Source: an optimization exercise on an open RTL-to-GDS flow (aim: small area, a short achievable clock period and few clock cycles per item). Production flows keep margins and buffers that such runs may drop. In this exercise RTL edits were held to simulation tests only and were not proved equivalent to the original.

==> flow/design.v <==
module ge #(parameter W = 8, parameter K = 0) (a, b, out);
  input  [W-1:0] a, b;
  output         out;
  function automatic cout16(input [15:0] g, input [15:0] p, input cin);
    reg [15:0] gg, pp;
    integer l, i;
    begin
      gg = g; pp = p;
      for (l = 1; l < 16; l = l * 2)
        for (i = 0; i < 16; i = i + 2 * l) begin
          gg[i+2*l-1] = gg[i+2*l-1] | (pp[i+2*l-1] & gg[i+l-1]);
          pp[i+2*l-1] = pp[i+2*l-1] & pp[i+l-1];
        end
      cout16 = gg[15] | (pp[15] & cin);
    end
  endfunction
  generate
    if (K == 0) begin : k0
      wire [15:0] g = {{(16-W){1'b0}}, a & ~b};
      wire [15:0] p = {{(16-W){1'b1}}, a | ~b};
      assign out = cout16(g, p, 1'b1);
    end else begin : k4
      wire [W-3:0] ah = a[W-1:2], bh = b[W-1:2];
      wire [15:0] g = {{(18-W){1'b0}}, ah & ~bh};
      wire [15:0] p = {{(18-W){1'b1}}, ah | ~bh};
      wire hge = cout16(g, p, 1'b1);
      reg  [W-3:0] t;
      integer n;
      always @(*) begin
        t[0] = 1'b1;
        for (n = 1; n < W-2; n = n + 1) t[n] = t[n-1] & ah[n-1];
      end
      wire inc = &((ah ^ bh) ~^ t);
      wire lge = (a[1] & ~b[1]) | ((a[1] | ~b[1]) & (a[0] | ~b[0]));
      assign out = hge | (inc & lge);
    end
  endgenerate
endmodule
module pairc #(parameter W = 8) (a, b, ab, a4b, b4a);
  input  [W-1:0] a, b;
  output         ab, a4b, b4a;
  localparam H = W - 2;
  wire [H-1:0] ah = a[W-1:2], bh = b[W-1:2];
  wire [1:0]   al = a[1:0],   bl = b[1:0];
  reg  gt, eq;
  reg  [15:0] g, e;
  integer l, i;
  always @(*) begin
    g = 16'd0; e = 16'hffff;
    for (i = 0; i < H; i = i + 1) begin
      g[i] = ah[i] & ~bh[i];
      e[i] = ~(ah[i] ^ bh[i]);
    end
    for (l = 1; l < 16; l = l * 2)
      for (i = 0; i < 16; i = i + 2 * l) begin
        g[i+2*l-1] = g[i+2*l-1] | (e[i+2*l-1] & g[i+l-1]);
        e[i+2*l-1] = e[i+2*l-1] & e[i+l-1];
      end
    gt = g[15];
    eq = e[15];
  end
  reg [H-1:0] ta, tb;
  integer n;
  always @(*) begin
    ta[0] = 1'b1; tb[0] = 1'b1;
    for (n = 1; n < H; n = n + 1) begin
      ta[n] = ta[n-1] & ah[n-1];
      tb[n] = tb[n-1] & bh[n-1];
    end
  end
  wire [H-1:0] x = ah ^ bh;
  wire inc_ab = &(x ~^ ta);
  wire inc_ba = &(x ~^ tb);
  wire lge = (al[1] & ~bl[1]) | ((al[1] | ~bl[1]) & (al[0] | ~bl[0]));   
  wire lle = (bl[1] & ~al[1]) | ((bl[1] | ~al[1]) & (bl[0] | ~al[0]));   
  assign ab  = gt | (eq & lge);
  assign a4b = gt | eq | (inc_ab & lge);
  assign b4a = ~gt | (inc_ba & lle);
endmodule
module PE #(parameter J = 1) (
  input        clk,
  input        load,       
  input  [1:0] t_in,       
  input  [1:0] s_port,     
  input        m_load,     
  input  [8:0] v_in,       
  input  [8:0] e_in,       
  input  [8:0] r_in,       
  output [8:0] v_out,
  output [8:0] e_out,
  output [8:0] r_out,
  output [8:0] d_reg,      
  output [8:0] f_reg       
);
  localparam W  = (J <= 1) ? 4 : (J <= 3) ? 5 : (J <= 7) ? 6 : (J <= 15) ? 7 : (J <= 31) ? 8 : 9;
  localparam WI = (J <= 2) ? 4 : (J <= 4) ? 5 : (J <= 8) ? 6 : (J <= 16) ? 7 : (J <= 32) ? 8 : 9;
  reg  [1:0]    s;
  reg  [W-1:0]  d, f, eo, vo;
  reg  [WI-1:0] ro;
  wire [W-1:0]  vi = (J == 1) ? 7 : v_in[W-1:0];
  wire [W-1:0]  e  = (J == 1) ? 0 : e_in[W-1:0];
  wire [WI-1:0] ri = (J == 1) ? 7 : r_in[WI-1:0];
  wire [WI-1:0] vr = (J == 1) ? 7 : v_in[WI-1:0];
  wire c_de, c_df, c_ef, c_e4d, c_e4f, c_f4d, c_f4e, c_r;
  wire u_de, u_df;    
  pairc #(W) p_de (.a(d), .b(e), .ab(c_de), .a4b(u_de), .b4a(c_e4d));
  pairc #(W) p_df (.a(d), .b(f), .ab(c_df), .a4b(u_df), .b4a(c_f4d));
  pairc #(W) p_ef (.a(e), .b(f), .ab(c_ef), .a4b(c_e4f), .b4a(c_f4e));
  ge #(WI, 0) g_r (.a(ri), .b(vr), .out(c_r));
  wire sel_d = c_de & c_df;
  wire sel_e = ~c_de & c_ef;
  wire sel_f = ~c_df & ~c_ef;
  wire [W-1:0] v = ({W{sel_d}} & d) | ({W{sel_e}} & e) | ({W{sel_f}} & f);
  wire [W-1:0] e3 = e - 2'd3;
  wire [W-1:0] f3 = f - 2'd3;
  wire [W-1:0] d7 = d - 3'd7;
  wire [W-1:0] e7 = e - 3'd7;
  wire [W-1:0] f7 = f - 3'd7;
  wire keep_e = c_e4d & c_e4f;
  wire keep_f = c_f4d & c_f4e;
  wire [W-1:0] en = keep_e ? e3 : (c_df ? d7 : f7);
  wire [W-1:0] fn = keep_f ? f3 : (c_de ? d7 : e7);
  wire          m  = (t_in == s);
  wire [W-1:0]  dn = m ? vi + 4'd8 : ((vi > 4'd12) ? vi - 3'd5 : 4'd7);
  wire [WI-1:0] rn = c_r ? ri : vr;
  always @(posedge clk) begin
    if (load) begin
      s <= s_port;
      d <= m_load ? 4'd15 : 4'd7;
      f <= {W{1'b0}};
    end else begin
      d <= dn;
      f <= fn;
    end
    eo <= en;
    vo <= v;
    ro <= rn;
  end
  assign v_out = vo;
  assign e_out = eo;
  assign r_out = ro;
  assign d_reg = d;
  assign f_reg = f;
endmodule
module PE_array #(parameter N = 32) (
  input        clk,
  input        rst,
  input        valid,       
  input  [1:0] data_s,
  input  [1:0] data_t,
  output       act_last,    
  output       done_last,   
  output [8:0] r_last,      
  output [8:0] vin_last,    
  output [8:0] e_last,      
  output [8:0] d_last,      
  output [8:0] f_last       
);
  reg  [N:1] vr;
  wire [N:0] vr_w = {vr, valid};
  reg  [1:0] tp [1:N-1];
  wire [1:0] tw [0:N-1];
  wire [8:0] vw [0:N];
  wire [8:0] ew [0:N];
  wire [8:0] rw [0:N];
  wire [8:0] dr [1:N];
  wire [8:0] fr [1:N];
  assign tw[0] = data_t;
  assign vw[0] = 9'd7;
  assign ew[0] = 9'd0;
  assign rw[0] = 9'd7;
  always @(posedge clk or posedge rst) begin
    if (rst) vr <= {N{1'b0}};
    else     vr <= vr_w[N-1:0];
  end
  reg  [1:0] t1;
  always @(posedge clk) if (valid & ~vr[1]) t1 <= data_t;
  wire m_first = (data_t == data_s);    
  wire m_rest  = (t1 == data_s);
  genvar j;
  generate
    for (j = 1; j <= N-1; j = j + 1) begin : tpipe
      always @(posedge clk) tp[j] <= tw[j-1];
      assign tw[j] = tp[j];
    end
    for (j = 1; j <= N; j = j + 1) begin : pe
      PE #(.J(j)) u (
        .clk(clk),
        .load(vr_w[j-1] & ~vr_w[j]),
        .t_in(tw[j-1]),
        .s_port(data_s),
        .m_load((j == 1) ? m_first : m_rest),
        .v_in(vw[j-1]), .e_in(ew[j-1]), .r_in(rw[j-1]),
        .v_out(vw[j]), .e_out(ew[j]), .r_out(rw[j]),
        .d_reg(dr[j]), .f_reg(fr[j])
      );
    end
  endgenerate
  assign act_last  = vr[N];
  assign done_last = vr[N] & ~vr[N-1];
  assign r_last    = rw[N-1];
  assign vin_last  = vw[N-1];
  assign e_last    = ew[N-1];
  assign d_last    = dr[N];
  assign f_last    = fr[N];
endmodule
module sw(
    clk,
    reset,
    valid,
    data_s,
    data_t,
    finish,
    max
);
input  clk;
input  reset;
input  valid;
input  [1:0] data_t, data_s;
output finish;
output [11:0] max;
parameter PE_LENGTH = 32;
wire       act_last, done_last;
wire [8:0] r_last, vin_last, e_last, d_last, f_last;
PE_array #(.N(PE_LENGTH)) pe_array(
    .clk(clk),
    .rst(reset),
    .valid(valid),
    .data_s(data_s),
    .data_t(data_t),
    .act_last(act_last),
    .done_last(done_last),
    .r_last(r_last),
    .vin_last(vin_last),
    .e_last(e_last),
    .d_last(d_last),
    .f_last(f_last)
);
reg  [8:0] best, best_out;
reg        fin_n, fin;    
wire [8:0] x [0:5];
assign x[0] = best;
assign x[1] = r_last;
assign x[2] = vin_last;
assign x[3] = d_last;
assign x[4] = e_last;
assign x[5] = f_last;
wire [5:0] c [0:5];    
wire [5:0] win;
reg  [8:0] m6, m6u;
genvar gi, gj;
generate
  for (gi = 0; gi < 6; gi = gi + 1) begin : cmp_i
    for (gj = 0; gj < 6; gj = gj + 1) begin : cmp_j
      if (gi < gj) begin : lt
        ge #(9, 0) u (.a(x[gi]), .b(x[gj]), .out(c[gi][gj]));
      end else begin : nlt
        assign c[gi][gj] = 1'b0;
      end
    end
  end
endgenerate
integer i, j;
reg w;
reg [5:0] win_r;
always @(*) begin
  for (i = 0; i < 6; i = i + 1) begin
    w = 1'b1;
    for (j = 0; j < 6; j = j + 1) begin
      if (j > i) w = w & c[i][j];
      if (j < i) w = w & ~c[j][i];
    end
    win_r[i] = w;
  end
  m6 = 9'd0;
  m6u = 9'd0;
  for (i = 0; i < 6; i = i + 1) begin
    m6  = m6  | ({9{win_r[i]}} & x[i]);
    m6u = m6u | ({9{win_r[i]}} & (x[i] - 9'd7));    
  end
end
always @(posedge clk or posedge reset) begin
    if (reset) begin
        best     <= 9'd7;
        fin_n    <= 1'b1;
        fin      <= 1'b0;
    end else begin
        if (act_last) best <= m6;
        fin_n <= ~done_last & fin_n;
        fin   <= done_last | ~fin_n;
    end
end
always @(posedge clk) begin
    best_out <= act_last ? m6u : best - 9'd7;
end
assign finish = fin;
assign max    = {3'd0, best_out};
endmodule
Settings: LEC_CHECK=0, CAP_MARGIN=20, CORE_MARGIN=2, CORE_UTILIZATION=70, CTS_CLUSTER_DIAMETER=100, CTS_CLUSTER_SIZE=24, SLEW_MARGIN=20; clock period 11.0 ns.
standard.sh (not shown) runs the stock make flow with config.mk's settings and CLKGATE_MAP_FILE= SYNTH_SCRIPT=/design/flow/synth_recipe.tcl, a recipe that flattens the netlist after the stock synthesis.
==> flow/flow/run.sh <==
#!/bin/bash
# The standard layout, with two changes to how it is optimised (the SDC, and
# so the clock period and I/O constraints, stay as given):
#  - port buffers of a fixed, stronger cell (buffer_ports otherwise picks a
#    slow delay buffer for every port);
#  - timing repair aims for a setup slack margin of 7.6 ns instead of 0, so
#    the resizer works on the paths that set the achieved period.
set -euo pipefail
export BUFFER_PORTS_ARGS="-buffer_cell sky130_fd_sc_hd__buf_4"
export SETUP_SLACK_MARGIN=7.6
bash standard.sh > standard.log 2>&1
Testbench counts at the start, summed over its fixed seeds: cycles 24,576, jobs 384.
Rerun with:
--- a/flow/config.mk
+++ b/flow/config.mk
@@ -8,5 +8,5 @@
 export CAP_MARGIN = 20
 export CORE_MARGIN = 2
-export CORE_UTILIZATION = 70
+export CORE_UTILIZATION = 55
 export CTS_CLUSTER_DIAMETER = 100
 export CTS_CLUSTER_SIZE = 24
The new run finished clean.
Worst setup slack gains 0.028 ns.
Final area grows slightly.
Area after synthesis is unchanged.
Critical path depth stays the same.
Final cell count grows by a few percent.
Utilization shrinks by 15 points.
First-iteration DRC count shrinks by about a fifth.
Rerun with:
--- a/flow/config.mk
+++ b/flow/config.mk
@@ -8,5 +8,5 @@
 export CAP_MARGIN = 20
 export CORE_MARGIN = 2
-export CORE_UTILIZATION = 55
+export CORE_UTILIZATION = 65
 export CTS_CLUSTER_DIAMETER = 100
 export CTS_CLUSTER_SIZE = 24
Effect: Clock-buffer cell count rose by 2; fmax rose by 0.38%; wire length fell by about 2.6%; clock skew fell by 0.0054 ns; global-route usage rose by 4.3 points; sequential share of layout area rose by 0.16 points.

==> afterwards: timing with drivers on the ports <==
The flow's constraints put no driver on any port. The routed layouts listed below were extracted and timed again, unchanged, in two steps. Step 1 assumes that a clkbuf_16 drives the clock port and a buf_2 every other input. Step 2 moves the port delays by t, midway between the first and last clock arrival at a register: inputs arrive t later, outputs are due t later. That takes back most of the time a late clock gives input paths. a / b / c = ideal ports / drivers / drivers and shift; a / b = the first two.
run | t (ns) | slack for setup (ns) | worst slew at a driven data input, ns
the first run | 0.772 | 7.559 / 7.474 / 6.876 | 0.03
the second run | 0.799 | 7.587 / 7.490 / 6.992 | 0.04
the third run | 0.766 | 7.599 / 7.522 / 6.909 | 0.05
After both steps setup and hold are still met in every run listed. The setup slack of the third run, which loses most, moves by -0.077 ns with the drivers and by -0.690 ns with both steps.
